Source: an optimization exercise on an open RTL-to-GDS flow (aim: small area and a short achievable clock period). Production flows keep margins and buffers that such runs may drop. The RTL was checked by simulation tests, not by an equivalence proof against the original design.

$ cat flow/config.mk
export PLATFORM = sky130hd
export DESIGN_NAME = fir_16tap
export DESIGN_NICKNAME = fir_16tap
export VERILOG_FILES = /design/flow/design.v
export SDC_FILE = /design/flow/constraint.sdc
export NUM_CORES = 4
export LEC_CHECK = 0
export CAP_MARGIN = 20
export CORE_MARGIN = 2
export CORE_UTILIZATION = 65
export SLEW_MARGIN = 20
export SYNTH_HIERARCHICAL = 1
$ cat flow/constraint.sdc
create_clock -name core_clock -period 12.5 [get_ports {clk}]
set_input_delay 2.5000 -clock core_clock [delete_from_list [all_inputs] [get_ports {clk}]]
set_output_delay 2.5000 -clock core_clock [all_outputs]
set_load 0.01 [all_outputs]
$ cat flow/design.v
module fir_16tap (
	input  wire               clk,
	input  wire               rst,
	input  wire signed [15:0] xin,
	output wire signed [35:0] yout
);
reg  [15:0] d [1:14];            
reg  [15:0] m;                   
reg  [22:0] y;
reg  [22:0] v;
reg  [3:0]  cnt;                 
wire        mv = &cnt[3:1];      
wire [15:0] mn = mv ? {~d[14][15], d[14][14:0]} : 16'h8000;
wire [15:0] xf = {~xin[15], xin[14:0]};
wire [22:0] b, y_n, v_n;
fir_v u_v (.y(y), .m(m), .mn(mn), .s(v_n));
fir_b u_b (.y(y), .v(v), .s(b));
fir_y u_y (.b(b), .xf(xf), .s(y_n));
integer k;
always @(posedge clk) begin
	d[1] <= xin;
	for (k = 2; k <= 14; k = k + 1)
		d[k] <= d[k-1];
end
always @(posedge clk) begin
	if (rst) begin
		cnt <= 4'd0;
		m   <= 16'h8000;
		y   <= 23'd0;
		v   <= 23'h7f8000;
	end else begin
		if (!(&cnt))
			cnt <= cnt + 4'd1;
		m   <= mn;
		y   <= y_n;
		v   <= v_n;
	end
end
assign yout = {{13{y[22]}}, y};
endmodule
module fir_v (
	input  wire [22:0] y,
	input  wire [15:0] m,
	input  wire [15:0] mn,
	output wire [22:0] s
);
wire s1 = ~m[1] ^ ~y[1] ^ 1'b1;
wire c2 = (~m[1] & ~y[1]) | (~m[1] & 1'b1) | (~y[1] & 1'b1);
wire s3 = m[0] ^ ~m[4] ^ ~y[4];
wire c4 = (m[0] & ~m[4]) | (m[0] & ~y[4]) | (~m[4] & ~y[4]);
wire s5 = m[1] ^ ~m[5] ^ ~y[5];
wire c6 = (m[1] & ~m[5]) | (m[1] & ~y[5]) | (~m[5] & ~y[5]);
wire s7 = m[2] ^ ~m[6] ^ ~y[6];
wire c8 = (m[2] & ~m[6]) | (m[2] & ~y[6]) | (~m[6] & ~y[6]);
wire s9 = m[3] ^ ~m[7] ^ ~y[7];
wire c10 = (m[3] & ~m[7]) | (m[3] & ~y[7]) | (~m[7] & ~y[7]);
wire s11 = m[4] ^ ~m[8] ^ ~y[8];
wire c12 = (m[4] & ~m[8]) | (m[4] & ~y[8]) | (~m[8] & ~y[8]);
wire s13 = m[5] ^ ~m[9] ^ ~y[9];
wire c14 = (m[5] & ~m[9]) | (m[5] & ~y[9]) | (~m[9] & ~y[9]);
wire s15 = m[6] ^ ~m[10] ^ ~y[10];
wire c16 = (m[6] & ~m[10]) | (m[6] & ~y[10]) | (~m[10] & ~y[10]);
wire s17 = m[7] ^ ~m[11] ^ ~y[11];
wire c18 = (m[7] & ~m[11]) | (m[7] & ~y[11]) | (~m[11] & ~y[11]);
wire s19 = m[8] ^ ~m[12] ^ ~y[12];
wire c20 = (m[8] & ~m[12]) | (m[8] & ~y[12]) | (~m[12] & ~y[12]);
wire s21 = m[9] ^ ~m[13] ^ ~y[13];
wire c22 = (m[9] & ~m[13]) | (m[9] & ~y[13]) | (~m[13] & ~y[13]);
wire s23 = m[10] ^ ~m[14] ^ ~y[14];
wire c24 = (m[10] & ~m[14]) | (m[10] & ~y[14]) | (~m[14] & ~y[14]);
wire s25 = m[11] ^ ~m[15] ^ ~y[15];
wire c26 = (m[11] & ~m[15]) | (m[11] & ~y[15]) | (~m[15] & ~y[15]);
wire s27 = m[12] ^ ~y[16] ^ ~mn[12];
wire c28 = (m[12] & ~y[16]) | (m[12] & ~mn[12]) | (~y[16] & ~mn[12]);
wire s29 = m[13] ^ ~y[17] ^ ~mn[13];
wire c30 = (m[13] & ~y[17]) | (m[13] & ~mn[13]) | (~y[17] & ~mn[13]);
wire s31 = m[14] ^ ~y[18] ^ ~mn[14];
wire c32 = (m[14] & ~y[18]) | (m[14] & ~mn[14]) | (~y[18] & ~mn[14]);
wire s33 = m[15] ^ ~y[19] ^ ~mn[15];
wire c34 = (m[15] & ~y[19]) | (m[15] & ~mn[15]) | (~y[19] & ~mn[15]);
wire s35 = c2 ^ ~m[2] ^ ~y[2];
wire c36 = (c2 & ~m[2]) | (c2 & ~y[2]) | (~m[2] & ~y[2]);
wire s37 = s3 ^ ~mn[0] ^ 1'b1;
wire c38 = (s3 & ~mn[0]) | (s3 & 1'b1) | (~mn[0] & 1'b1);
wire s39 = c4 ^ s5 ^ ~mn[1];
wire c40 = (c4 & s5) | (c4 & ~mn[1]) | (s5 & ~mn[1]);
wire s41 = c6 ^ s7 ^ ~mn[2];
wire c42 = (c6 & s7) | (c6 & ~mn[2]) | (s7 & ~mn[2]);
wire s43 = c8 ^ s9 ^ ~mn[3];
wire c44 = (c8 & s9) | (c8 & ~mn[3]) | (s9 & ~mn[3]);
wire s45 = c10 ^ s11 ^ ~mn[4];
wire c46 = (c10 & s11) | (c10 & ~mn[4]) | (s11 & ~mn[4]);
wire s47 = c12 ^ s13 ^ ~mn[5];
wire c48 = (c12 & s13) | (c12 & ~mn[5]) | (s13 & ~mn[5]);
wire s49 = c14 ^ s15 ^ ~mn[6];
wire c50 = (c14 & s15) | (c14 & ~mn[6]) | (s15 & ~mn[6]);
wire s51 = c16 ^ s17 ^ ~mn[7];
wire c52 = (c16 & s17) | (c16 & ~mn[7]) | (s17 & ~mn[7]);
wire s53 = c18 ^ s19 ^ ~mn[8];
wire c54 = (c18 & s19) | (c18 & ~mn[8]) | (s19 & ~mn[8]);
wire s55 = c20 ^ s21 ^ ~mn[9];
wire c56 = (c20 & s21) | (c20 & ~mn[9]) | (s21 & ~mn[9]);
wire s57 = c22 ^ s23 ^ ~mn[10];
wire c58 = (c22 & s23) | (c22 & ~mn[10]) | (s23 & ~mn[10]);
wire s59 = c24 ^ s25 ^ ~mn[11];
wire c60 = (c24 & s25) | (c24 & ~mn[11]) | (s25 & ~mn[11]);
wire s61 = c26 ^ s27 ^ 1'b1;
wire c62 = (c26 & s27) | (c26 & 1'b1) | (s27 & 1'b1);
wire s63 = c28 ^ s29 ^ 1'b1;
wire c64 = (c28 & s29) | (c28 & 1'b1) | (s29 & 1'b1);
wire s65 = c30 ^ s31 ^ 1'b1;
wire c66 = (c30 & s31) | (c30 & 1'b1) | (s31 & 1'b1);
wire s67 = c32 ^ s33 ^ 1'b1;
wire c68 = (c32 & s33) | (c32 & 1'b1) | (s33 & 1'b1);
wire s69 = c36 ^ ~m[3] ^ ~y[3];
wire c70 = (c36 & ~m[3]) | (c36 & ~y[3]) | (~m[3] & ~y[3]);
wire s71 = c68 ^ c34 ^ ~y[20];
wire c72 = (c68 & c34) | (c68 & ~y[20]) | (c34 & ~y[20]);
wire s73 = c72 ^ ~y[21] ^ 1'b1;
wire c74 = (c72 & ~y[21]) | (c72 & 1'b1) | (~y[21] & 1'b1);
wire s75 = c74 ^ ~y[22] ^ 1'b1;
wire vp76 = ~m[0] ^ ~y[0];
wire vg77 = ~m[0] & ~y[0];
wire vp78 = c70 ^ s37;
wire vg79 = c70 & s37;
wire vp80 = c38 ^ s39;
wire vg81 = c38 & s39;
wire vp82 = c40 ^ s41;
wire vg83 = c40 & s41;
wire vp84 = c42 ^ s43;
wire vg85 = c42 & s43;
wire vp86 = c44 ^ s45;
wire vg87 = c44 & s45;
wire vp88 = c46 ^ s47;
wire vg89 = c46 & s47;
wire vp90 = c48 ^ s49;
wire vg91 = c48 & s49;
wire vp92 = c50 ^ s51;
wire vg93 = c50 & s51;
wire vp94 = c52 ^ s53;
wire vg95 = c52 & s53;
wire vp96 = c54 ^ s55;
wire vg97 = c54 & s55;
wire vp98 = c56 ^ s57;
wire vg99 = c56 & s57;
wire vp100 = c58 ^ s59;
wire vg101 = c58 & s59;
wire vp102 = c60 ^ s61;
wire vg103 = c60 & s61;
wire vp104 = c62 ^ s63;
wire vg105 = c62 & s63;
wire vp106 = c64 ^ s65;
wire vg107 = c64 & s65;
wire vp108 = c66 ^ s67;
wire vg109 = c66 & s67;
wire [22:0] vsum110 = {s75,s73,s71,c66,c64,c62,c60,c58,c56,c54,c52,c50,c48,c46,c44,c42,c40,c38,c70,s69,s35,s1,~m[0]} + {1'b0,1'b0,1'b0,s67,s65,s63,s61,s59,s57,s55,s53,s51,s49,s47,s45,s43,s41,s39,s37,1'b0,1'b0,1'b0,~y[0]};
assign s = {vsum110[22],vsum110[21],vsum110[20],vsum110[19],vsum110[18],vsum110[17],vsum110[16],vsum110[15],vsum110[14],vsum110[13],vsum110[12],vsum110[11],vsum110[10],vsum110[9],vsum110[8],vsum110[7],vsum110[6],vsum110[5],vsum110[4],vsum110[3],vsum110[2],vsum110[1],vsum110[0]};
endmodule
module fir_b (
	input  wire [22:0] y,
	input  wire [22:0] v,
	output wire [22:0] s
);
wire bp1 = y[0] ^ v[1];
wire bg2 = y[0] & v[1];
wire bp3 = y[1] ^ v[2];
wire bg4 = y[1] & v[2];
wire bp5 = y[2] ^ v[3];
wire bg6 = y[2] & v[3];
wire bp7 = y[3] ^ v[4];
wire bg8 = y[3] & v[4];
wire bp9 = y[4] ^ v[5];
wire bg10 = y[4] & v[5];
wire bp11 = y[5] ^ v[6];
wire bg12 = y[5] & v[6];
wire bp13 = y[6] ^ v[7];
wire bg14 = y[6] & v[7];
wire bp15 = y[7] ^ v[8];
wire bg16 = y[7] & v[8];
wire bp17 = y[8] ^ v[9];
wire bg18 = y[8] & v[9];
wire bp19 = y[9] ^ v[10];
wire bg20 = y[9] & v[10];
wire bp21 = y[10] ^ v[11];
wire bg22 = y[10] & v[11];
wire bp23 = y[11] ^ v[12];
wire bg24 = y[11] & v[12];
wire bp25 = y[12] ^ v[13];
wire bg26 = y[12] & v[13];
wire bp27 = y[13] ^ v[14];
wire bg28 = y[13] & v[14];
wire bp29 = y[14] ^ v[15];
wire bg30 = y[14] & v[15];
wire bp31 = y[15] ^ v[16];
wire bg32 = y[15] & v[16];
wire bp33 = y[16] ^ v[17];
wire bg34 = y[16] & v[17];
wire bp35 = y[17] ^ v[18];
wire bg36 = y[17] & v[18];
wire bp37 = y[18] ^ v[19];
wire bg38 = y[18] & v[19];
wire bp39 = y[19] ^ v[20];
wire bg40 = y[19] & v[20];
wire bp41 = y[20] ^ v[21];
wire bg42 = y[20] & v[21];
wire bp43 = y[21] ^ v[22];
wire bg44 = y[21] & v[22];
wire [22:0] bsum45 = {y[21],y[20],y[19],y[18],y[17],y[16],y[15],y[14],y[13],y[12],y[11],y[10],y[9],y[8],y[7],y[6],y[5],y[4],y[3],y[2],y[1],y[0],v[0]} + {v[22],v[21],v[20],v[19],v[18],v[17],v[16],v[15],v[14],v[13],v[12],v[11],v[10],v[9],v[8],v[7],v[6],v[5],v[4],v[3],v[2],v[1],1'b0};
assign s = {bsum45[22],bsum45[21],bsum45[20],bsum45[19],bsum45[18],bsum45[17],bsum45[16],bsum45[15],bsum45[14],bsum45[13],bsum45[12],bsum45[11],bsum45[10],bsum45[9],bsum45[8],bsum45[7],bsum45[6],bsum45[5],bsum45[4],bsum45[3],bsum45[2],bsum45[1],bsum45[0]};
endmodule
module fir_y (
	input  wire [22:0] b,
	input  wire [15:0] xf,
	output wire [22:0] s
);
wire yp1 = b[0] ^ xf[0];
wire yg2 = b[0] & xf[0];
wire yp3 = b[1] ^ xf[1];
wire yg4 = b[1] & xf[1];
wire yp5 = b[2] ^ xf[2];
wire yg6 = b[2] & xf[2];
wire yp7 = b[3] ^ xf[3];
wire yg8 = b[3] & xf[3];
wire yp9 = b[4] ^ xf[4];
wire yg10 = b[4] & xf[4];
wire yp11 = b[5] ^ xf[5];
wire yg12 = b[5] & xf[5];
wire yp13 = b[6] ^ xf[6];
wire yg14 = b[6] & xf[6];
wire yp15 = b[7] ^ xf[7];
wire yg16 = b[7] & xf[7];
wire yp17 = b[8] ^ xf[8];
wire yg18 = b[8] & xf[8];
wire yp19 = b[9] ^ xf[9];
wire yg20 = b[9] & xf[9];
wire yp21 = b[10] ^ xf[10];
wire yg22 = b[10] & xf[10];
wire yp23 = b[11] ^ xf[11];
wire yg24 = b[11] & xf[11];
wire yp25 = b[12] ^ xf[12];
wire yg26 = b[12] & xf[12];
wire yp27 = b[13] ^ xf[13];
wire yg28 = b[13] & xf[13];
wire yp29 = b[14] ^ xf[14];
wire yg30 = b[14] & xf[14];
wire yp31 = b[15] ^ xf[15];
wire yg32 = b[15] & xf[15];
wire [22:0] ysum33 = {b[22],b[21],b[20],b[19],b[18],b[17],b[16],b[15],b[14],b[13],b[12],b[11],b[10],b[9],b[8],b[7],b[6],b[5],b[4],b[3],b[2],b[1],b[0]} + {1'b0,1'b0,1'b0,1'b0,1'b0,1'b0,1'b0,xf[15],xf[14],xf[13],xf[12],xf[11],xf[10],xf[9],xf[8],xf[7],xf[6],xf[5],xf[4],xf[3],xf[2],xf[1],xf[0]};
assign s = {ysum33[22],ysum33[21],ysum33[20],ysum33[19],ysum33[18],ysum33[17],ysum33[16],ysum33[15],ysum33[14],ysum33[13],ysum33[12],ysum33[11],ysum33[10],ysum33[9],ysum33[8],ysum33[7],ysum33[6],ysum33[5],ysum33[4],ysum33[3],ysum33[2],ysum33[1],ysum33[0]};
endmodule
$ cat flow/flow/run.sh
#!/bin/bash
# The standard layout, with a tighter setup target for timing repair, small
# port buffers and a clock tree of small buffers without dummy loads.
# make's output goes to make.log.
set -euo pipefail
bash standard.sh \
  SETUP_SLACK_MARGIN=8.8 \
  "BUFFER_PORTS_ARGS=-buffer_cell sky130_fd_sc_hd__buf_2" \
  "CTS_ARGS=-sink_clustering_enable -repair_clock_nets -dont_use_dummy_load -buf_list {sky130_fd_sc_hd__clkbuf_8} -sink_clustering_size 20 -sink_clustering_max_diameter 50" \
  finish > make.log 2>&1
$ cat flow/standard.sh
#!/bin/bash
# synth_recipe.tcl (not shown) runs the flow's synth.tcl, then flattens the netlist and writes it again
# the make line also repeats each setting of config.mk as NAME=value (left out here)
make -C /OpenROAD-flow-scripts/flow DESIGN_CONFIG=/design/flow/config.mk WORK_HOME=/design/flow/orfs CLKGATE_MAP_FILE= SYNTH_SCRIPT=/design/flow/synth_recipe.tcl "${@:-finish}"
==> impl_metrics.tcl, run 1 <==
set metrics [dict create \
    crit_slowest_cell "fa_2" \
    hold_path.class "register to register" \
    status "timing/DRC/antenna clean" \
    cp_max_fo 3 \
    worstMarginPinSlew_ns 0.920 \
    clock_path_buffers 3 \
    start_kind "input port" \
    cp_slowest_stage_delay_ns 0.35 \
    ys_top_cells_by_area "dfxtp_1, ha_1, fa_1, inv_1, xnor2_1" \
    yosysSeqAreaShare_pct 55.3 \
    antenna_found_initial 0 \
    ioPinCount 54 \
    drtIter0Drc 310 \
    wl_per_cell_um 16.6 \
    slew_violations 0 \
    holdWs_ns 0.301 \
    htreeDepth 1 \
    drc_errors 0 \
    numPortBuffers 53 \
    final_nets 1124 \
    grt_use_total_pct 23.1 \
    synth_seq_cells 290 \
    place.gp.congestion 0.907 \
    insertion_delay_ns 0.56 \
    cts.sink_count 290 \
    crit_type "input port to register" \
    dpl.hpwl_um 14300 \
    synth_area_um2 10500 \
    grt_pass1_wl_um 32300 \
    maxSlewHeadroom_pct 38.7 \
    grt_max_degree 53 \
    arrival_ns 4.36 \
    die_h_um 131 \
    min_period_ns 3.94 \
    cts_root_buf "clkbuf_8" \
    grt_overflow 0 \
    layout_common_cells "dfxtp_1, inv_1, nor2_1" \
    skew_ns 0.0597 \
    finalSetupTns_ns 0 \
    start_util_pct 66.4 \
    setup_viol 0 \
    clk_pin_slew_ns 0.10 \
    syn_inst 936 \
    synth_edf_count 0 \
    drive_above_1_share_pct 20.7 \
    yosysUniqueCellTypes 73 \
    cts_tree "done" \
    async_flop_share_pct 0 \
    clock.fmax_mhz 254 \
    avgSynthCellArea_um2 11.2 \
    numCtsBuffers 24 \
    area_growth_pct 13.3 \
    grt_pass1_vias 6575 \
    yosys_warnings 8 \
    core_area_um2 15800 \
    synthFlopType "dfxtp_1" \
    routed_wl_um 20300 \
    synth_top_area_cell "dfxtp_1" \
    die_w_um 131 \
    path_buf_inv 1 \
    firstDrtPassIters 5 \
    vias 6555 \
    post-route-period-util_pct 31.5 \
    cp_top_family "compound AO/OA/AOI/OAI gates" \
    syn-num-nets 1049 \
    ant_nets 0 \
    layout.cells.most_common "dfxtp_1" \
    worstPathCellList "buf_8 -> ha_4 -> fa_2 -> a21o_1 -> a31oi_4 -> o21ai_4 -> a221oi_4 -> o21ai_1 -> xor2_1 -> and2b_1" \
    grt_setup_unrepaired "true" \
    finalHoldViolations 0 \
    dieArea_um2 17200 \
    num_rows 46 \
    dp_cells 1174 \
    diodes 0 \
    stdcell_count 1225 \
    vias_per_cell 5.35 \
    crit_path_end_kind "register" \
    crit_required_ns 12.92 \
    synth_top_area_share_pct 55.3 \
    cap_viol_max_count 0 \
]
[per-module statistics from Yosys (local to each module, per instance)]
| module | area, µm² | times used |
|---|---|---|
| fir_16tap | 6580 | 1 |
| fir_v | 1980 | 1 |
| fir_y | 922 | 1 |
| fir_b | 1030 | 1 |
[final timing paths]
kind,slack (ns),to,cells past startpoint,startpoint
setup / recovery,8.56,y[14],10,xin[0]
hold reg to reg,0.30,d[13][13],0,d[12][13]
hold / removal,0.30,d[13][13],0,d[12][13]
setup reg to reg,8.79,y[22],17,y[0]
[what timing repair did]
action / 4_1_cts / 5_1_grt
buffers inserted: 11 / 16
pin swaps: 11 / 20
setup endpoints to repair: 33 / 34
gates resized for setup: 31 / 47
hold buffers: 0 / 0
[layer usage]
metal  share of wire [%]  GRT usage (%)  wire length, µm  vias to the layer above
met2                  48           38.7             9660                      191
li1                    -              -                -                     3215
met5                   0              0                0                        -
met4                 3.7           8.51              760                        0
met3                 4.5           4.17              918                       51
met1                  44           30.0             8960                     3098
[through the flow]
| step | utilization, % | worst slack [ns] | cell area, µm² |
|---|---|---|---|
| after floorplan | - | 8.26 | 10700 |
| after global placement | 69.4 | 7.99 | 11000 |
| after detailed placement | 69.4 | 7.94 | 11000 |
| after CTS | 72.8 | 8.65 | 11500 |
| after global routing | 75.2 | 8.49 | 11900 |
| final | 75.2 | 8.56 | 11900 |
[Yosys cell counts, types with 3 or more instances]
| library cell | count |
|---|---|
| ha_1 | 63 |
| xnor2_1 | 36 |
| a31oi_1 | 6 |
| buf_6 | 3 |
| a211oi_1 | 6 |
| o21bai_1 | 9 |
| and2b_1 | 13 |
| nand2_1 | 47 |
| or2_2 | 10 |
| nand4_1 | 10 |
| a21oi_1 | 56 |
| nor2_1 | 59 |
| o31ai_1 | 7 |
| nor3_1 | 7 |
| fa_1 | 32 |
| o21ai_0 | 14 |
| buf_4 | 15 |
| dfxtp_1 | 290 |
| inv_1 | 84 |
| xor2_1 | 20 |
| clkbuf_1 | 5 |
| o311ai_1 | 3 |
| a21o_1 | 17 |
| nor2b_1 | 28 |
| nand2b_1 | 7 |
| o21ai_2 | 4 |
| buf_2 | 7 |
| nand3_1 | 15 |
| o21ai_1 | 4 |
| o21a_1 | 3 |
[worst register-to-register path: stages (launching register included)]
cell and delay (ns):
dfxtp_2 0.37, ha_4 0.14, inv_1 0.06, fa_2 0.39
nand2b_4 0.17, a2111oi_4 0.36, nor3_4 0.11, a21oi_2 0.17
a21o_1 0.14, a21oi_2 0.07, xnor2_2 0.15, ha_1 0.35
buf_6 0.15, a211oi_2 0.26, a21boi_4 0.31, nor3_2 0.08
xor2_1 0.14, nor2b_1 0.13
[sequential cells by signal, indices dropped and copies added, names as in the netlist]
| signal | count |
|---|---|
| d | 224 |
| v | 23 |
| y | 23 |
| m | 16 |
| cnt | 4 |
[layout make-up]
cell class,instances,area [µm²]
Timing Repair Buffer,80,502
Multi-Input combinational cell,531,4660
Clock buffer,24,330
Sequential cell,290,5820
Tap cell,216,270
Fill cell,1099,3930
Inverter,84,315
[kinds of logic after synthesis]
logic type                 synth area share, %
and+or+nand+nor                           11.1
DFF                                       55.3
xor gates and xnor gates                  4.67
adders and majority gates                 13.6
AOI/OAI and AO/OA                         10.2
muxes                                    0.191
buffers and inverters                     4.95
==> run 2, diff against run 1 <==
--- a/flow/config.mk
+++ b/flow/config.mk
@@ -7,2 +7,3 @@
 export LEC_CHECK = 0
+export ABC_AREA = 1
 export CAP_MARGIN = 20
==> run 2 against run 1 <==
Still clean; sequential share of layout area down 2.6 points; critical path depth down 9; sequential cell count unchanged; die area up 12%; final cell count up 38%; critical path type is now register to output pin; largest cell class unchanged.
==> impl_metrics.tcl, run 2 <==
set metrics [dict create \
    hold_path.class "register to register" \
    numCtsBuffers 24 \
    cts.sink_count 290 \
    path_depth 1 \
    grt_pass1_vias 8198 \
    cap_viol_max_count 0 \
    yosys_warnings 8 \
    cp_max_fo 3 \
    firstDrtPassIters 5 \
    cts_root_buf "clkbuf_8" \
    synthTopCellsByCount "nand2_1, dfxtp_1, inv_1, nor2_1, ha_1" \
    drc_errors 0 \
    r2r_cells 20 \
    avgSynthCellArea_um2 8.37 \
    startpoint "y[15]" \
    dieArea_um2 19300 \
    min_from "d[13][6]" \
    finalHoldViolations 0 \
    numPortBuffers 53 \
    place.gp.congestion 0.907 \
    synth_top_area_cell "dfxtp_1" \
    post-route-period-util_pct 29.2 \
    layout_common_cells "nand2_1, inv_1, dfxtp_1" \
    ioPinCount 54 \
    largest_reg_flops 224 \
    crit_end "yout[15]" \
    start_util_pct 66.0 \
    final_nets 1582 \
    timing.rr.start "cnt[2]" \
    drtIter0Drc 377 \
    start_kind "register" \
    clk_pin_slew_ns 0.11 \
    diodes 0 \
    cp_top_family "flip-flops" \
    ctsHoldBuffers 0 \
    arrival_ns 1.15 \
    syn_inst 1412 \
    yosysSeqAreaShare_pct 49.1 \
    dp_cells 1671 \
    ant_nets 0 \
    die_w_um 139 \
    ys_top_cells_by_area "dfxtp_1, nand2_1, inv_1, ha_1, fa_1" \
    synth_edf_count 0 \
    grt_setup_unrepaired "true" \
    layout.cells.most_common "nand2_1" \
    crit_path_end_kind "output pin" \
    cts_tree "done" \
    setup_viol 0 \
    wl_per_cell_um 14.5 \
    num_rows 49 \
    post_cts_buffers 0 \
    cp_slowest_stage_delay_ns 0.44 \
    grt_use_total_pct 25.7 \
    synth_seq_cells 290 \
    r2r-end "v[22]" \
    largest-register "d" \
    slew_violations 0 \
    fill_cells 1439 \
    worstPathCellList "buf_2" \
    drive_above_1_share_pct 10.4 \
    status "timing/DRC/antenna clean" \
    clock.fmax_mhz 274 \
    worstMarginPinSlew_ns 0.821 \
    finalSetupTns_ns 0 \
    htreeDepth 1 \
    vias 8303 \
    synth_area_um2 11800 \
    path_buf_inv 1 \
    syn-num-nets 1525 \
    stdcell_count 1696 \
    crit_slowest_cell "dfxtp_2" \
    skew_ns 0.0635 \
    final_util_pct 70.3 \
    grt_overflow 0 \
    crit_required_ns 10.00 \
    die_h_um 139 \
    routed_wl_um 24600 \
    clock_path_buffers 3 \
    synth_top_area_share_pct 49.1 \
    dpl.hpwl_um 19300 \
    yosysUniqueCellTypes 31 \
    grt_pass1_wl_um 39500 \
    area_growth_pct 6.53 \
    core_area_um2 17900 \
    holdWs_ns 0.272 \
    grt_max_degree 64 \
    min_period_ns 3.65 \
    async_flop_share_pct 0 \
    synthFlopType "dfxtp_1" \
    regToRegSetupSlack_ns 9.04 \
    antenna_found_initial 0 \
    maxSlewHeadroom_pct 45.3 \
    vias_per_cell 4.90 \
    crit_type "register to output pin" \
    yosysMostFrequentCell "nand2_1" \
    reg.largest.list "d (224), v (23), y (23)" \
    insertion_delay_ns 0.55 \
]
[run 2: cell count changes after synthesis, sizes merged, moves of 16 or more]
cell / before / now
a21o: 18 / 0
a21oi: 58 / 38
inv: 84 / 288
nand2: 48 / 367
nand3: 15 / 68
nor2: 59 / 140
nor2b: 28 / 0
o21ai: 22 / 6
xnor2: 36 / 6
[run 2: stage by stage]
stage | cell area (µm²) | setup slack [ns]
floorplan | 11800 | 8.74
global placement | 12200 | 8.26
detailed placement | 12200 | 8.30
CTS | 12600 | 8.80
global route | 12600 | 8.77
finish | 12600 | 8.85
[run 2: modules after synthesis, one instance, submodules excluded]
module / cell area (µm²) / flip-flops and latches / copies in the design / cells
fir_v: 2310 / 0 / 1 / 367
fir_16tap: 6730 / 290 / 1 / 473
fir_b: 1470 / 0 / 1 / 303
fir_y: 1320 / 0 / 1 / 269
[run 2: cell families (layout without fill, tap and decap cells)]
kind of cell / Yosys count / count (layout) / synth area share [%]
flops: 290 / 290 / 49.1
xor+xnor: 36 / 36 / 2.67
buf+inv: 312 / 366 / 10.7
simple gates: 628 / 629 / 23.0
fa+ha+maj: 95 / 95 / 12.1
compound gates: 51 / 51 / 2.47
[run 2: worst min path at each step]
stage,cells past startpoint,endpoint
after floorplan,0,d[10][0]
after global placement,0,d[6][7]
after detailed placement,0,d[10][14]
after CTS,0,d[14][6]
after global routing,0,d[14][6]
final,0,d[14][6]
[run 2: what timing repair did]
action | CTS | global route
pin swaps | 0 | 1
resized for setup | 11 | 11
setup endpoints to repair | 24 | 28
gates cloned | 0 | 1
[run 2: per-layer routing]
layer	part of all wire, %	up-vias	global-route usage [%]	wire, µm
met1	45	3779	33.7	11100
met3	4.1	44	3.52	1020
met4	2.5	0	6.22	616
met5	0	-	0	0
met2	48	177	45.4	11900
li1	-	4303	-	-
[run 2: cell type report]
cell class              count  area, µm²  area share [%]
well taps                 229        287            2.28
repair buffers             54        273            2.17
clock buffers              24        330            2.62
inverters                 288       1080            8.59
flip-flops and latches    290       5830            46.3
multi-input cells         811       4790            38.0
==> run 3, diff against run 2 <==
--- a/flow/flow/run.sh
+++ b/flow/flow/run.sh
@@ -6,3 +6,3 @@
 bash standard.sh \
-  SETUP_SLACK_MARGIN=8.8 \
+  SETUP_SLACK_MARGIN=8.2 \
   "BUFFER_PORTS_ARGS=-buffer_cell sky130_fd_sc_hd__buf_2" \
--- a/flow/config.mk
+++ b/flow/config.mk
@@ -7,3 +7,2 @@
 export LEC_CHECK = 0
-export ABC_AREA = 1
 export CAP_MARGIN = 20
==> run 3 against run 2 <==
Register-to-register slack worse by 0.58 ns; synthesized cell count shrank 34%; count of clock-buffer cells in the layout decreased by 1; sequential share of layout area is 5.6 points higher; first-iteration DRC count rose by 7.4%; via count down 23%.
==> impl_metrics.tcl, run 3 <==
set metrics [dict create \
    crit_path_end_kind "register" \
    min_from "d[11][11]" \
    synthTopCellsByCount "dfxtp_1, inv_1, ha_1, nor2_1, a21oi_1" \
    min_path_cells 0 \
    yosysSeqAreaShare_pct 55.3 \
    regToRegSetupSlack_ns 8.46 \
    r2r_cells 18 \
    drive_above_1_share_pct 11.8 \
    start_util_pct 66.4 \
    area_growth_pct 6.48 \
    die_w_um 131 \
    status "timing/DRC/antenna clean" \
    die_h_um 131 \
    layout.cells.most_common "dfxtp_1" \
    cts.sink_count 290 \
    finalHoldViolations 0 \
    synth_top_area_share_pct 55.3 \
    insertion_delay_ns 0.53 \
    core_area_um2 15800 \
    timing.rr.start "y[0]" \
    maxSlewHeadroom_pct 36.7 \
    htreeDepth 1 \
    postPlaceCellArea_um2 10800 \
    reg.largest.list "d (224), v (23), y (23)" \
    r2r-end "y[18]" \
    vias_per_cell 5.35 \
    num_rows 46 \
    dp_cells 1174 \
    skew_ns 0.0526 \
    ctsHoldBuffers 0 \
    antenna_found_initial 0 \
    slew_violations 0 \
    min_period_ns 4.07 \
    stdcell_count 1197 \
    clk_pin_slew_ns 0.11 \
    numPortBuffers 53 \
    crit_type "input port to register" \
    routed_wl_um 19400 \
    setup_viol 0 \
    arrival_ns 4.48 \
    syn-num-nets 1049 \
    drtIter0Drc 405 \
    synth_top_area_cell "dfxtp_1" \
    worstMarginPinSlew_ns 0.949 \
    wl_per_cell_um 16.2 \
    cts_root_buf "clkbuf_8" \
    dpl.hpwl_um 14500 \
    grt_pass1_vias 6497 \
    crit_required_ns 12.90 \
    ant_nets 0 \
    grt_use_total_pct 22.7 \
    post-route-period-util_pct 32.6 \
    numCtsBuffers 23 \
    clock.fmax_mhz 245 \
    synth_edf_count 0 \
    avgSynthCellArea_um2 11.2 \
    async_flop_share_pct 0 \
    firstDrtPassIters 5 \
    cts_tree "done" \
    place.gp.congestion 0.892 \
    diodes 0 \
    largest_reg_flops 224 \
    grt_overflow 0 \
    yosysUniqueCellTypes 73 \
    clock_path_buffers 3 \
    layout_common_cells "dfxtp_1, inv_1, ha_1" \
    cp_max_fo 5 \
    ys_top_cells_by_area "dfxtp_1, ha_1, fa_1, inv_1, xnor2_1" \
    drc_errors 0 \
    hold_path.class "register to register" \
    cap_viol_max_count 0 \
    finalSetupTns_ns 0 \
    ioPinCount 54 \
    design_area_um2 11200 \
    synthFlopType "dfxtp_1" \
    start_kind "input port" \
    largest-register "d" \
    hold_end "d[12][11]" \
    yosys_warnings 8 \
    grt_pass1_wl_um 31600 \
    dieArea_um2 17200 \
    syn_inst 936 \
    vias 6405 \
    yosysMostFrequentCell "dfxtp_1" \
    grt_setup_unrepaired "false" \
    synth_seq_cells 290 \
    final_nets 1096 \
    grt_max_degree 53 \
    synth_area_um2 10500 \
]
run 3: through the flow:
| stage | utilization, % | hold slack [ns] | setup slack [ns] |
|---|---|---|---|
| finish | 70.7 | 0.296 | 8.43 |
| global route | 70.7 | 0.299 | 8.21 |
| CTS | 70.5 | 0.299 | 8.36 |
| detailed placement | 68.5 | 0.312 | 7.92 |
| global placement | 68.5 | 0.310 | 7.93 |
| floorplan | - | 0.310 | 8.21 |
run 3: worst max-delay path by stage:
stage	slack (ns)	endpoint	from
after detailed placement	7.92	y[19]	xin[5]
after CTS	8.36	y[18]	y[0]
after global routing	8.21	y[18]	y[0]
final	8.43	y[19]	xin[6]
after global placement	7.93	y[14]	xin[0]
after floorplan	8.21	y[14]	xin[0]
run 3: timing repair:
| item | CTS | global route |
|---|---|---|
| resized for setup | 0 | 5 |
| setup endpoints to repair | 0 | 9 |
| setup buffers | 0 | 0 |
run 3: kinds of logic (layout without fill, tap and decap cells):
kind of cell    count (synthesis)  after routing  synth area share (%)
mux                             2              2                 0.191
xor+xnor                       56             56                  4.67
compound gates                157            157                  10.2
fa+ha+maj                      95             95                  13.6
flops                         290            290                  55.3
simple gates                  221            221                  11.1
buf+inv                       115            160                  4.95
run 3: Yosys stat by module (local to each module, per instance):
| module | cells inside | flip-flops and latches | area (µm²) |
|---|---|---|---|
| fir_v | 245 | 0 | 1980 |
| fir_b | 138 | 0 | 1030 |
| fir_y | 129 | 0 | 922 |
| fir_16tap | 424 | 290 | 6580 |
run 3: critical path, stage by stage:
cell and delay (ns):
buf_2 0.11, ha_1 0.34, nand2_1 0.14, o21ai_0 0.19, a21oi_1 0.09, o21ai_0 0.61
a21oi_1 0.19, xnor2_1 0.16, nor2b_1 0.14
run 3: per-layer routing:
metal	share of wire [%]	track usage (%)	vias to the layer above
met5	0	0	-
met4	2.6	7.49	0
met3	5.0	3.90	39
met2	47	38.2	174
met1	45	30.0	3029
li1	-	-	3163
run 3: final cells by class:
| class | count | area, µm² |
|---|---|---|
| flip-flops and latches | 290 | 5810 |
| fillers | 1168 | 4640 |
| multi-input cells | 531 | 4210 |
| clock buffers | 23 | 317 |
| inverters | 84 | 315 |
| well taps | 216 | 270 |
| repair buffers | 53 | 265 |
==> run 4, diff against run 3 <==
--- a/flow/flow/run.sh
+++ b/flow/flow/run.sh
@@ -6,3 +6,3 @@
 bash standard.sh \
-  SETUP_SLACK_MARGIN=8.2 \
+  SETUP_SLACK_MARGIN=8.5 \
   "BUFFER_PORTS_ARGS=-buffer_cell sky130_fd_sc_hd__buf_2" \
==> run 4 against run 3 <==
Final cell count rose by 1.1%; via count rose by 1.2%; critical path depth increased by 1; cell area grew 2.0%; maximum frequency increased by 2.4%; die area is the same; hold slack worse by 0.024 ns; highest routed layer unchanged.
==> impl_metrics.tcl, run 4 <==
set metrics [dict create \
    status "timing/DRC/antenna clean" \
    hold_end "d[5][5]" \
    yosysSeqAreaShare_pct 55.3 \
    firstDrtPassIters 5 \
    die_h_um 131 \
    die_w_um 131 \
    design_area_um2 11400 \
    cp_max_fo 3 \
    crit_type "input port to register" \
    reg.largest.list "d (224), v (23), y (23)" \
    setup_viol 0 \
    final_nets 1109 \
    r2r-end "v[15]" \
    num_rows 46 \
    largest-register "d" \
    clock_path_buffers 3 \
    numPortBuffers 53 \
    cts_tree "done" \
    antenna_found_initial 0 \
    syn-num-nets 1049 \
    insertion_delay_ns 0.54 \
    wl_per_cell_um 16.8 \
    synth_seq_cells 290 \
    cts_root_buf "clkbuf_8" \
    core_area_um2 15800 \
    drtIter0Drc 313 \
    regToRegSetupSlack_ns 8.67 \
    synth_edf_count 0 \
    layout_common_cells "dfxtp_1, inv_1, nor2_1" \
    synth_area_um2 10500 \
    start_util_pct 66.4 \
    grt_pass1_wl_um 33100 \
    post-route-period-util_pct 31.8 \
    diodes 0 \
    synthFlopType "dfxtp_1" \
    routed_wl_um 20400 \
    vias 6482 \
    min_period_ns 3.98 \
    slew_violations 0 \
    finalHoldViolations 0 \
    use_met3_pct 3.67 \
    async_flop_share_pct 0 \
    layout.cells.most_common "dfxtp_1" \
    cap_viol_max_count 0 \
    largest_reg_flops 224 \
    yosysUniqueCellTypes 73 \
    postPlaceCellArea_um2 10900 \
    htreeDepth 1 \
    ys_top_cells_by_area "dfxtp_1, ha_1, fa_1, inv_1, xnor2_1" \
    synth_top_area_share_pct 55.3 \
    use_met2_pct 41.5 \
    clk_pin_slew_ns 0.10 \
    drive_above_1_share_pct 14.5 \
    timing.rr.start "y[5]" \
    clock.fmax_mhz 251 \
    synthTopCellsByCount "dfxtp_1, inv_1, ha_1, nor2_1, a21oi_1" \
    ctsHoldBuffers 0 \
    ant_nets 0 \
    worstMarginPinSlew_ns 0.957 \
    grt_max_degree 53 \
    syn_inst 936 \
    synth_top_area_cell "dfxtp_1" \
    dpl.hpwl_um 15100 \
    dp_cells 1175 \
    use_met1_pct 30.5 \
    area_growth_pct 8.66 \
    yosys_warnings 8 \
    ioPinCount 54 \
    yosysMostFrequentCell "dfxtp_1" \
    avgSynthCellArea_um2 11.2 \
    maxSlewHeadroom_pct 36.2 \
    finalSetupTns_ns 0 \
    grt_setup_unrepaired "false" \
    numCtsBuffers 23 \
    dieArea_um2 17200 \
    stdcell_count 1210 \
    skew_ns 0.0640 \
    r2r_cells 11 \
    grt_pass1_vias 6679 \
    grt_use_total_pct 23.9 \
    drc_errors 0 \
    start_kind "input port" \
    vias_per_cell 5.36 \
    min_path_cells 0 \
    grt_overflow 0 \
    arrival_ns 4.37 \
    place.gp.congestion 0.921 \
    final_util_pct 72.1 \
    hold_path.class "register to register" \
    min_from "d[4][5]" \
    crit_required_ns 12.89 \
    cts.sink_count 290 \
    crit_path_end_kind "register" \
    grt_busiest_layer "met2" \
]
## run 4: cell counts after synthesis
Identical to the previous run, type by type.
## run 4: how the worst max path moves through the flow
stage | slack, ns | startpoint | cells after the start | to
final | 8.52 | xin[0] | 10 | y[14]
after global routing | 8.48 | y[0] | 17 | y[14]
after CTS | 8.51 | xin[2] | 9 | y[19]
after detailed placement | 7.93 | xin[0] | 10 | y[14]
after global placement | 7.98 | xin[0] | 10 | y[14]
after floorplan | 8.26 | xin[0] | 9 | y[14]
## run 4: worst max-delay path, cell delays in order
cell and delay [ns]:
buf_6 0.10, ha_4 0.15, fa_2 0.34, a21o_1 0.21, a31oi_4 0.23, o21ai_4 0.11, a221oi_4 0.33, o21ai_2 0.11
xor2_1 0.14, and2b_1 0.16
## run 4: metrics by stage
stage                     setup slack, ns  hold slack [ns]
after detailed placement             7.93            0.312
after floorplan                      8.26            0.310
after CTS                            8.51            0.272
after global routing                 8.48            0.276
final                                8.52            0.272
after global placement               7.98            0.309
## run 4: area by class of cell
cell class,instances,area [µm²]
inverter,84,315
fill,1131,4410
sequential,290,5810
tap,216,270
multi-input combinational,531,4340
timing repair buffer,66,369
clock buffer,23,317
## run 4: per-layer routing
metal	wire length [µm]	share of wire, %	up-vias
li1	-	-	3191
met5	0	0	-
met2	9930	49	174
met1	8800	43	3071
met3	868	4.3	46
met4	787	3.9	0
## run 4: logic make-up (layout without fill, tap and decap cells)
kind of cell / after synthesis / in the layout / share of synthesized area (%)
muxes: 2 / 2 / 0.191
DFF: 290 / 290 / 55.3
xor gates and xnor gates: 56 / 56 / 4.67
buffers and inverters: 115 / 173 / 4.95
and+or+nand+nor: 221 / 221 / 11.1
AOI/OAI and AO/OA: 157 / 157 / 10.2
adders and majority gates: 95 / 95 / 13.6
## run 4: Yosys stat by module (local to each module, per instance)
module	flip-flops and latches	cells
fir_16tap	290	424
fir_b	0	138
fir_v	0	245
fir_y	0	129
## run 4: repair_timing
action                     CTS  global route
buffers inserted             0            12
setup endpoints to repair    4            17
pin swaps                    1            14
resized for setup            5            21
==> run 5, diff against run 4 <==
--- a/flow/flow/run.sh
+++ b/flow/flow/run.sh
@@ -1,7 +1,10 @@
 #!/bin/bash
-# The standard layout, with a tighter setup target for timing repair, small
-# port buffers and a clock tree of small buffers without dummy loads.
-# make's output goes to make.log.
+# The standard layout, with: ORFS synthesis run through flow/my_synth.tcl,
+# which is synth_recipe.tcl with Yosys's abc pass given flow/abc.script;
+# a tighter setup target for timing repair; small port buffers; and a clock
+# tree of small buffers without dummy loads.  make's output goes to make.log.
 set -euo pipefail
+export MY_ABC_SCRIPT="$PWD/flow/abc.script"
 bash standard.sh \
+  "SYNTH_SCRIPT=$PWD/flow/my_synth.tcl"  \
   SETUP_SLACK_MARGIN=8.5 \
==> flow/flow/abc.script (new file) <==
&get -n
&st
&syn2
&dch
&nf
&put
buffer -c
topo
stime -c
upsize -c
dnsize -c
==> flow/flow/my_synth.tcl (new file) <==
proc synth {args} { yosys synth -nofsm -noshare {*}$args }
proc abc {args} {
  set i [lsearch -exact $args -script]
  if {$i >= 0 && [info exists ::env(MY_ABC_SCRIPT)]} { lset args [expr {$i + 1}] $::env(MY_ABC_SCRIPT) }
  yosys abc {*}$args
}
source $::env(SCRIPTS_DIR)/synth.tcl
# left out here: clear keep_hierarchy, flatten, clean up, hide names made inside functions, write 1_2_yosys.v
==> run 5 against run 4 <==
Clock skew rose by 0.031 ns; register-to-register slack gained 0.10 ns; cell area shrank 1.6%; critical path type unchanged; sequential share of layout area up 0.80 points; critical endpoint unchanged; via count grew 2.9%; sequential cell count unchanged; count of clock-buffer cells in the layout up 1; non-clock buffer count shrank 13; worst setup slack improved by 0.042 ns.
==> impl_metrics.tcl, run 5 <==
set metrics [dict create \
    avgSynthCellArea_um2 10.9 \
    syn_inst 969 \
    grt_use_total_pct 27.0 \
    stdcell_count 1226 \
    grt_pass1_vias 7124 \
    reg.largest.list "d (224), v (23), y (23)" \
    cap_viol_max_count 0 \
    area_growth_pct 6.57 \
    synth_top_area_cell "dfxtp_1" \
    clock_path_buffers 3 \
    post-route-period-util_pct 31.5 \
    start_kind "input port" \
    vias_per_cell 5.44 \
    async_flop_share_pct 0 \
    ys_top_cells_by_area "dfxtp_1, ha_1, fa_1, a21oi_1, nand2_1" \
    grt_max_degree 53 \
    layout.cells.most_common "dfxtp_1" \
    status "timing/DRC/antenna clean" \
    num_rows 46 \
    final_nets 1125 \
    pre_cts_ws_ns 7.96 \
    setup_viol 0 \
    wl_met1_um 9870 \
    route.met2.wl_um 11300 \
    syn-num-nets 1082 \
    hold_path.class "register to register" \
    antenna_found_initial 0 \
    maxSlewHeadroom_pct 31.1 \
    diodes 0 \
    ant_nets 0 \
    crit_type "input port to register" \
    ctsHoldBuffers 0 \
    start_util_pct 66.4 \
    place.gp.congestion 0.887 \
    cts.sink_count 290 \
    grt_overflow 0 \
    drive_above_1_share_pct 13.1 \
    finalWorstSetupSlack_ns 8.56 \
    dieArea_um2 17300 \
    layout_common_cells "dfxtp_1, nand2_1, inv_1" \
    routed_wl_um 22800 \
    core_area_um2 15900 \
    largest-register "d" \
    yosys_warnings 8 \
    drtIter0Drc 361 \
    crit_path_end_kind "register" \
    min_period_ns 3.94 \
    synth_edf_count 0 \
    arrival_ns 4.33 \
    synth_area_um2 10500 \
    die_h_um 131 \
    ioPinCount 54 \
    cp_max_fo 3 \
    largest_reg_flops 224 \
    skew_ns 0.0948 \
    slew_violations 0 \
    dp_cells 1202 \
    wl_per_cell_um 18.6 \
    firstDrtPassIters 4 \
    yosysSeqAreaShare_pct 55.0 \
    htreeDepth 1 \
    wl_met3_um 991 \
    finalHoldViolations 0 \
    synthTopCellsByCount "dfxtp_1, nand2_1, inv_1, ha_1" \
    numPortBuffers 53 \
    die_w_um 131 \
    cts_root_buf "clkbuf_8" \
    dpl.hpwl_um 17800 \
    clock.fmax_mhz 254 \
    insertion_delay_ns 0.57 \
    cts_tree "done" \
    synthFlopType "dfxtp_1" \
    post_cts_buffers 0 \
    synth_top_area_share_pct 55.0 \
    grt_setup_unrepaired "false" \
    crit_required_ns 12.90 \
    drc_errors 0 \
    highest_layer "met4" \
    worstMarginPinSlew_ns 1.03 \
    grt_pass1_wl_um 36500 \
    numCtsBuffers 24 \
    finalSetupTns_ns 0 \
    final_util_pct 70.8 \
    yosysUniqueCellTypes 63 \
    yosysMostFrequentCell "dfxtp_1" \
    synth_seq_cells 290 \
    clk_pin_slew_ns 0.11 \
    vias 6673 \
]
==> run 5: cell types whose count changed in the layout (fill, tap and decap cells not counted), sizes merged, moves of 11 or more <==
cell	delta
nand2	+31
o21ai	+17
a21o	-11
inv	-13
nor2b	+13
xor2	+13
and2b	-13
buf	-13
==> run 5: cell families (layout without fill, tap and decap cells) <==
| kind of cell | after synthesis | in the layout | share of synthesized area (%) |
|---|---|---|---|
| AND/OR/NAND/NOR | 262 | 262 | 12.4 |
| flip-flops | 290 | 290 | 55.0 |
| multiplexers | 1 | 1 | 0.0949 |
| buffers and inverters | 107 | 148 | 4.52 |
| XOR/XNOR | 65 | 65 | 5.40 |
| AO/OA/AOI/OAI | 149 | 149 | 9.03 |
| adder cells (fa/ha/maj) | 95 | 95 | 13.5 |
==> run 5: cell type report <==
cell class | instances | area [µm²]
clock buffers | 24 | 330
flip-flops and latches | 290 | 5810
multi-input cells | 572 | 4300
well taps | 216 | 270
repair buffers | 53 | 265
fillers | 1156 | 4650
inverters | 71 | 267
==> run 5: worst max-delay path: stages <==
cell,delay (ns)
buf_2,0.09
ha_2,0.22
fa_2,0.26
nand3_2,0.08
a21oi_1,0.25
nor2b_1,0.12
o41ai_1,0.54
xor2_1,0.12
nor2b_1,0.15
==> run 5: worst paths after layout <==
check | startpoint | end | slack, ns | cells past startpoint
min | d[1][8] | d[2][8] | 0.27 | 0
max reg2reg | y[1] | y[16] | 8.77 | 14
min reg2reg | d[1][8] | d[2][8] | 0.27 | 0
max | xin[0] | y[14] | 8.56 | 9
==> run 5: per-module statistics from Yosys (local to each module, per instance) <==
module | flip-flops and latches | cells inside | times used | area (µm²)
fir_y | 0 | 135 | 1 | 931
fir_v | 0 | 249 | 1 | 1960
fir_16tap | 290 | 423 | 1 | 6550
fir_b | 0 | 162 | 1 | 1100
==> run 5: layer usage <==
metal,global-route usage [%],vias up
li1,-,3237
met1,34.0,3215
met2,48.0,175
met3,4.48,46
met4,7.79,0
met5,0,-
==> run 5: what timing repair did <==
| action | CTS | global route |
|---|---|---|
| resized for setup | 0 | 2 |
| setup endpoints to repair | 0 | 2 |
| hold endpoints to repair | 0 | 0 |
==> run 5: through the flow <==
stage          hold slack (ns)  area, µm²
2_1_floorplan            0.310      10600
3_3_place_gp             0.309      10900
3_5_place_dp             0.312      10900
4_1_cts                  0.266      11200
5_1_grt                  0.265      11200
6_report                 0.268      11200
==> run 6, diff against run 5 <==
--- a/flow/flow/run.sh
+++ b/flow/flow/run.sh
@@ -8,3 +8,3 @@
 bash standard.sh \
-  "SYNTH_SCRIPT=$PWD/flow/my_synth.tcl"  \
+  "SYNTH_SCRIPT=$PWD/flow/my_synth.tcl" ADDER_MAP_FILE= \
   SETUP_SLACK_MARGIN=8.5 \
==> flow/flow/abc.script (replaced) <==
&get -n
&st
&dch
&nf -R 1000
&put
buffer -c
topo
stime -c
upsize -c
dnsize -c
--- a/flow/config.mk
+++ b/flow/config.mk
@@ -9,3 +9,3 @@
 export CORE_MARGIN = 2
-export CORE_UTILIZATION = 65
+export CORE_UTILIZATION = 75
 export SLEW_MARGIN = 20
==> run 6 against run 5 <==
Count of clock-buffer cells in the layout down 2; critical endpoint is now y[21]; hold slack better by 0.018 ns; register-to-register slack got worse by 0.23 ns; synthesized cell count is 2.3% higher; sequential share of layout area grew 0.50 points.
==> impl_metrics.tcl, run 6 <==
set metrics [dict create \
    status "timing/DRC/antenna clean" \
    start_util_pct 77.5 \
    drc_errors 0 \
    routed_wl_um 20100 \
    yosysSeqAreaShare_pct 56.1 \
    syn_inst 991 \
    grt_overflow 0 \
    stdcell_count 1225 \
    cp_max_fo 4 \
    dieArea_um2 14800 \
    place.gp.congestion 0.910 \
    pre_cts_ws_ns 7.91 \
    finalWorstSetupSlack_ns 8.43 \
    worstMarginPinSlew_ns 0.688 \
    area_growth_pct 7.58 \
    diodes 0 \
    synthTopCellsByCount "dfxtp_1, xnor2_1, nand2_1, nor2_1, xor2_1" \
    synth_top_area_share_pct 56.1 \
    crit_type "input port to register" \
    finalSetupTns_ns 0 \
    drtIter0Drc 517 \
    start_kind "input port" \
    layout.cells.most_common "dfxtp_1" \
    insertion_delay_ns 0.55 \
    dpl.hpwl_um 14400 \
    r2r-end "y[21]" \
    yosysUniqueCellTypes 63 \
    fill_cells 767 \
    vias 6744 \
    clock_path_buffers 3 \
    finalHoldViolations 0 \
    largest-register "d" \
    async_flop_share_pct 0 \
    setup_viol 0 \
    min_period_ns 4.07 \
    num_rows 42 \
    htreeDepth 1 \
    final_nets 1069 \
    ant_nets 0 \
    wl_per_cell_um 16.4 \
    slew_violations 0 \
    yosys_warnings 8 \
    regToRegSetupSlack_ns 8.54 \
    multiInputGateArea_um2 4460 \
    numPortBuffers 53 \
    grt_setup_unrepaired "true" \
    yosysMostFrequentCell "dfxtp_1" \
    cap_viol_max_count 0 \
    syn-num-nets 1009 \
    vias_per_cell 5.51 \
    layout_common_cells "dfxtp_1, xnor2_1, nand2_1" \
    min_from "d[11][7]" \
    synth_top_area_cell "dfxtp_1" \
    synth_edf_count 0 \
    die_w_um 121 \
    grt_pass1_vias 6537 \
    reg.largest.list "d (224), v (23), y (23)" \
    largest_reg_flops 224 \
    die_h_um 121 \
    numCtsBuffers 22 \
    synthFlopType "dfxtp_1" \
    clock.fmax_mhz 246 \
    cts_tree "done" \
    core_area_um2 13300 \
    regArea_um2 5810 \
    synth_area_um2 10300 \
    ioPinCount 54 \
    grt_max_degree 67 \
    firstDrtPassIters 5 \
    r2r_cells 18 \
    grt_pass1_wl_um 31500 \
    clk_pin_slew_ns 0.10 \
    avgSynthCellArea_um2 10.4 \
    ctsHoldBuffers 0 \
    crit_path_end_kind "register" \
    dp_cells 1199 \
    maxSlewHeadroom_pct 54.1 \
    antenna_found_initial 0 \
    ys_top_cells_by_area "dfxtp_1, xnor2_1, xor2_1, nand2_1, nor2b_1" \
    cts_root_buf "clkbuf_8" \
    post-route-period-util_pct 32.6 \
    min_path_cells 0 \
    skew_ns 0.0733 \
    holdWs_ns 0.287 \
    timing.rr.start "y[1]" \
    crit_required_ns 12.86 \
    cts.sink_count 290 \
    hold_path.class "register to register" \
    arrival_ns 4.43 \
    hold_end "d[12][7]" \
    synth_seq_cells 290 \
    drive_above_1_share_pct 15.5 \
    grt_use_total_pct 27.1 \
]
run 6: cell types whose count changed in the layout (fill, tap and decap cells not counted), sizes merged, moves of 12 or more:
cell,before,now
inv,71,10
o21ai,39,65
fa,32,0
nand4,19,0
xor2,33,67
nand2b,1,13
and2,3,28
ha,63,0
nor2b,41,57
nand2,79,93
xnor2,32,101
run 6: repair_timing:
item / 4_1_cts / 5_1_grt
pin swaps: 1 / 1
endpoints found under the hold margin: 0 / 0
resized for setup: 3 / 13
setup endpoints to repair: 3 / 4
setup buffers: 3 / 1
run 6: final cells by class:
class	instances	area share (%)
inverter	10	0.337
sequential	290	52.2
timing repair buffer	58	2.74
tap	176	1.98
multi-input combinational	669	40.1
clock buffer	22	2.72
run 6: through the flow:
step / utilization [%] / area (µm²)
floorplan: - / 10400
global placement: 80.4 / 10700
detailed placement: 80.4 / 10700
CTS: 82.9 / 11100
global route: 83.4 / 11100
finish: 83.4 / 11100
run 6: worst max path at each step:
stage	startpoint	end	slack, ns	cells past startpoint
after global placement	xin[5]	y[21]	8.01	12
after global routing	y[10]	y[21]	8.32	18
after CTS	xin[15]	y[21]	8.50	14
final	xin[8]	y[21]	8.43	12
after floorplan	xin[1]	y[21]	8.30	13
after detailed placement	xin[5]	y[21]	7.91	12
run 6: kinds of logic (layout without fill, tap and decap cells):
logic type / Yosys count / count (layout) / share of synthesized area [%]
buffers and inverters: 32 / 90 / 1.75
adder cells (fa/ha/maj): 4 / 4 / 0.387
flip-flops: 290 / 290 / 56.1
AND/OR/NAND/NOR: 329 / 329 / 16.9
XOR/XNOR: 168 / 168 / 14.6
AO/OA/AOI/OAI: 168 / 168 / 10.2
run 6: per-layer routing:
| metal | part of all wire [%] | GRT usage (%) |
|---|---|---|
| met5 | 0 | 0 |
| met4 | 2.6 | 7.47 |
| met3 | 6.1 | 4.70 |
| met2 | 46 | 45.7 |
| met1 | 45 | 36.2 |
run 6: per-module statistics from Yosys (local to each module, per instance):
module     flops+latches  cells  area (µm²)  copies in the design
fir_b                  0    171        1060                     1
fir_16tap            290    401        6540                     1
fir_v                  0    291        1920                     1
fir_y                  0    128         832                     1
run 6: worst max-delay path, stage by stage:
cell and delay, ns:
buf_2 0.12, xnor2_1 0.21, nor2_1 0.28, nand2_1 0.15, nor2_1 0.23, a21oi_4 0.10, nor2b_4 0.15, nand3_4 0.11
nor2b_4 0.19, nand3_2 0.10, nor2b_1 0.16, nor2b_1 0.12
==> run 7, diff against run 6 <==
--- a/flow/config.mk
+++ b/flow/config.mk
@@ -9,3 +9,3 @@
 export CORE_MARGIN = 2
-export CORE_UTILIZATION = 75
+export CORE_UTILIZATION = 65
 export SLEW_MARGIN = 20
==> run 7 against run 6 <==
Highest routed layer unchanged; largest cell class unchanged; synthesized cell count is the same; first-iteration DRC count down 35%.
==> impl_metrics.tcl, run 7 <==
set metrics [dict create \
    status "timing/DRC/antenna clean" \
    grt_setup_unrepaired "true" \
    synthAdderAreaFrac_pct 0.387 \
    ctsHoldBuffers 0 \
    pre_cts_ws_ns 7.93 \
    wl_per_cell_um 14.3 \
    drtIter0Drc 337 \
    reg.largest.list "d (224), v (23), y (23)" \
    min_path_cells 0 \
    clk_pin_slew_ns 0.11 \
    synth_compound_area_share_pct 10.2 \
    finalWorstSetupSlack_ns 8.55 \
    start_util_pct 65.9 \
    finalSetupTns_ns 0 \
    r2r_cells 18 \
    post-route-period-util_pct 31.6 \
    crit_type "input port to register" \
    synthFlopType "dfxtp_1" \
    grt_use_total_pct 21.4 \
    ant_nets 0 \
    drive_above_1_share_pct 15.1 \
    routed_wl_um 18100 \
    synth_top_family_by_area "simple AND/OR/NAND/NOR gates" \
    layout.cells.most_common "dfxtp_1" \
    synth_edf_count 0 \
    avgSynthCellArea_um2 10.4 \
    yosys.area_share.simple_pct 16.9 \
    yosysSeqAreaShare_pct 56.1 \
    syn_inst 991 \
    largest-register "d" \
    insertion_delay_ns 0.55 \
    num_rows 46 \
    yosysMostFrequentCell "dfxtp_1" \
    antenna_found_initial 0 \
    synthMuxAreaShare_pct 0 \
    arrival_ns 4.37 \
    numCtsBuffers 22 \
    design_area_um2 11200 \
    ioPinCount 54 \
    synth_top_area_cell "dfxtp_1" \
    htreeDepth 1 \
    cts.sink_count 290 \
    drc_errors 0 \
    dieArea_um2 16900 \
    synth_top_area_share_pct 56.1 \
    clock.fmax_mhz 253 \
    start_kind "input port" \
    crit_path_end_kind "register" \
    place.gp.congestion 0.872 \
    area_growth_pct 7.93 \
    firstDrtPassIters 4 \
    cp_max_fo 4 \
    largest_reg_flops 224 \
    syn-num-nets 1009 \
    finalHoldViolations 0 \
    synthXorXnorAreaFrac_pct 14.6 \
    die_w_um 130 \
    min_period_ns 3.95 \
    grt_overflow 0 \
    final_nets 1068 \
    worstMarginPinSlew_ns 0.667 \
    synth_area_um2 10300 \
    grt_pass1_wl_um 28400 \
    core_area_um2 15700 \
    cts_root_buf "clkbuf_8" \
    maxSlewHeadroom_pct 55.5 \
    grt_max_degree 67 \
    setup_viol 0 \
    crit_required_ns 12.92 \
    yosys_warnings 8 \
    numPortBuffers 53 \
    diodes 0 \
    hold_path.class "register to register" \
    dpl.hpwl_um 13300 \
    vias_per_cell 5.02 \
    synth_seq_cells 290 \
    yosysUniqueCellTypes 63 \
    layout_common_cells "dfxtp_1, xnor2_1, nand2_1" \
    clock_path_buffers 3 \
    async_flop_share_pct 0 \
    slew_violations 0 \
    final_util_pct 71.1 \
    synthTopCellsByCount "dfxtp_1, xnor2_1, nand2_1, nor2_1, xor2_1" \
    ys_top_cells_by_area "dfxtp_1, xnor2_1, xor2_1, nand2_1, nor2b_1" \
    grt_pass1_vias 5899 \
    postPlaceCellArea_um2 10800 \
    vias 6346 \
    cts_tree "done" \
    cap_viol_max_count 0 \
    skew_ns 0.0639 \
    die_h_um 130 \
]
-- run 7: cells by family after synthesis --
logic type | after synthesis
fa+ha+maj | 4
flops | 290
xor+xnor | 168
compound gates | 168
buf+inv | 32
simple gates | 329
-- run 7: routing by layer --
layer / global-route usage, % / part of all wire, % / vias to the layer above
met2: 33.7 / 43 / 134
met4: 5.44 / 2.2 / 0
met3: 3.94 / 5.2 / 34
met5: 0 / 0 / -
li1: - / - / 3324
met1: 30.7 / 50 / 2854
-- run 7: repair_timing --
item	4_1_cts	5_1_grt
endpoints found under the setup margin	0	8
setup buffers	0	3
resized for setup	0	12
-- run 7: path summary, 6_finish.rpt --
| kind | startpoint | end | slack [ns] |
|---|---|---|---|
| max reg2reg | y[6] | y[22] | 8.72 |
| max | xin[1] | y[20] | 8.55 |
| min | d[8][8] | d[9][8] | 0.28 |
| min reg2reg | d[8][8] | d[9][8] | 0.28 |
-- run 7: critical path, cell delays in order --
cell     delay, ns
buf_4         0.13
xor2_2        0.14
and3_4        0.21
a21o_4        0.19
a31o_4        0.23
nand3_4       0.09
nand2_4       0.06
a21oi_4       0.17
nor2b_4       0.07
nand3_4       0.10
nor2b_4       0.05
buf_4         0.12
xor2_1        0.13
nor2b_1       0.14
-- run 7: area by class of cell --
class	count	area, µm²
fill	1212	4540
clock buffer	22	303
multi-input combinational	669	4450
timing repair buffer	57	298
inverter	10	37.5
sequential	290	5810
tap	216	270
-- run 7: stage by stage --
step,hold WS [ns],instances
4_1_cts,0.280,1261
5_1_grt,0.276,1264
6_report,0.277,1264
2_1_floorplan,0.310,991
3_5_place_dp,0.312,1239
3_3_place_gp,0.310,1239
-- run 7: per-module statistics from Yosys (local to each module, per instance) --
module     copies in the design  cells inside
fir_16tap                     1           401
fir_b                         1           171
fir_v                         1           291
fir_y                         1           128

==> port drivers added, routing unchanged <==
No port has a modelled driver above. Below, the same layouts with a new extraction and two added sets of constraints.
Step 1 assumes that a clkbuf_16 drives the clock port and a buf_2 every other input.
Step 2 moves the port delays by t, midway between the first and last clock arrival at a register: inputs arrive t later, outputs are due t later. That takes back most of the time a late clock gives input paths.
Three values: ideal, step 1, step 2; two values: the first two.
run | t, ns | slack for setup (ns) | worst setup path at the end | worst data-port slew with drivers (ns)
run 1 | 0.569 | 8.561 / 8.553 / 7.984 | input to register | 0.06
run 2 | 0.572 | 8.848 / 8.808 / 8.377 | input to register | 0.03
run 3 | 0.548 | 8.426 / 8.444 / 7.896 | input to register | 0.03
run 4 | 0.546 | 8.520 / 8.527 / 7.981 | input to register | 0.04
run 5 | 0.561 | 8.562 / 8.566 / 8.013 | input to register | 0.04
run 6 | 0.548 | 8.430 / 8.441 / 7.892 | input to register | 0.04
run 7 | 0.552 | 8.553 / 8.570 / 8.018 | input to register | 0.03
After both steps setup and hold are still met in every run listed. For run 1, which loses most, drivers alone change the setup slack by -0.008 ns; drivers and shift together by -0.577 ns.
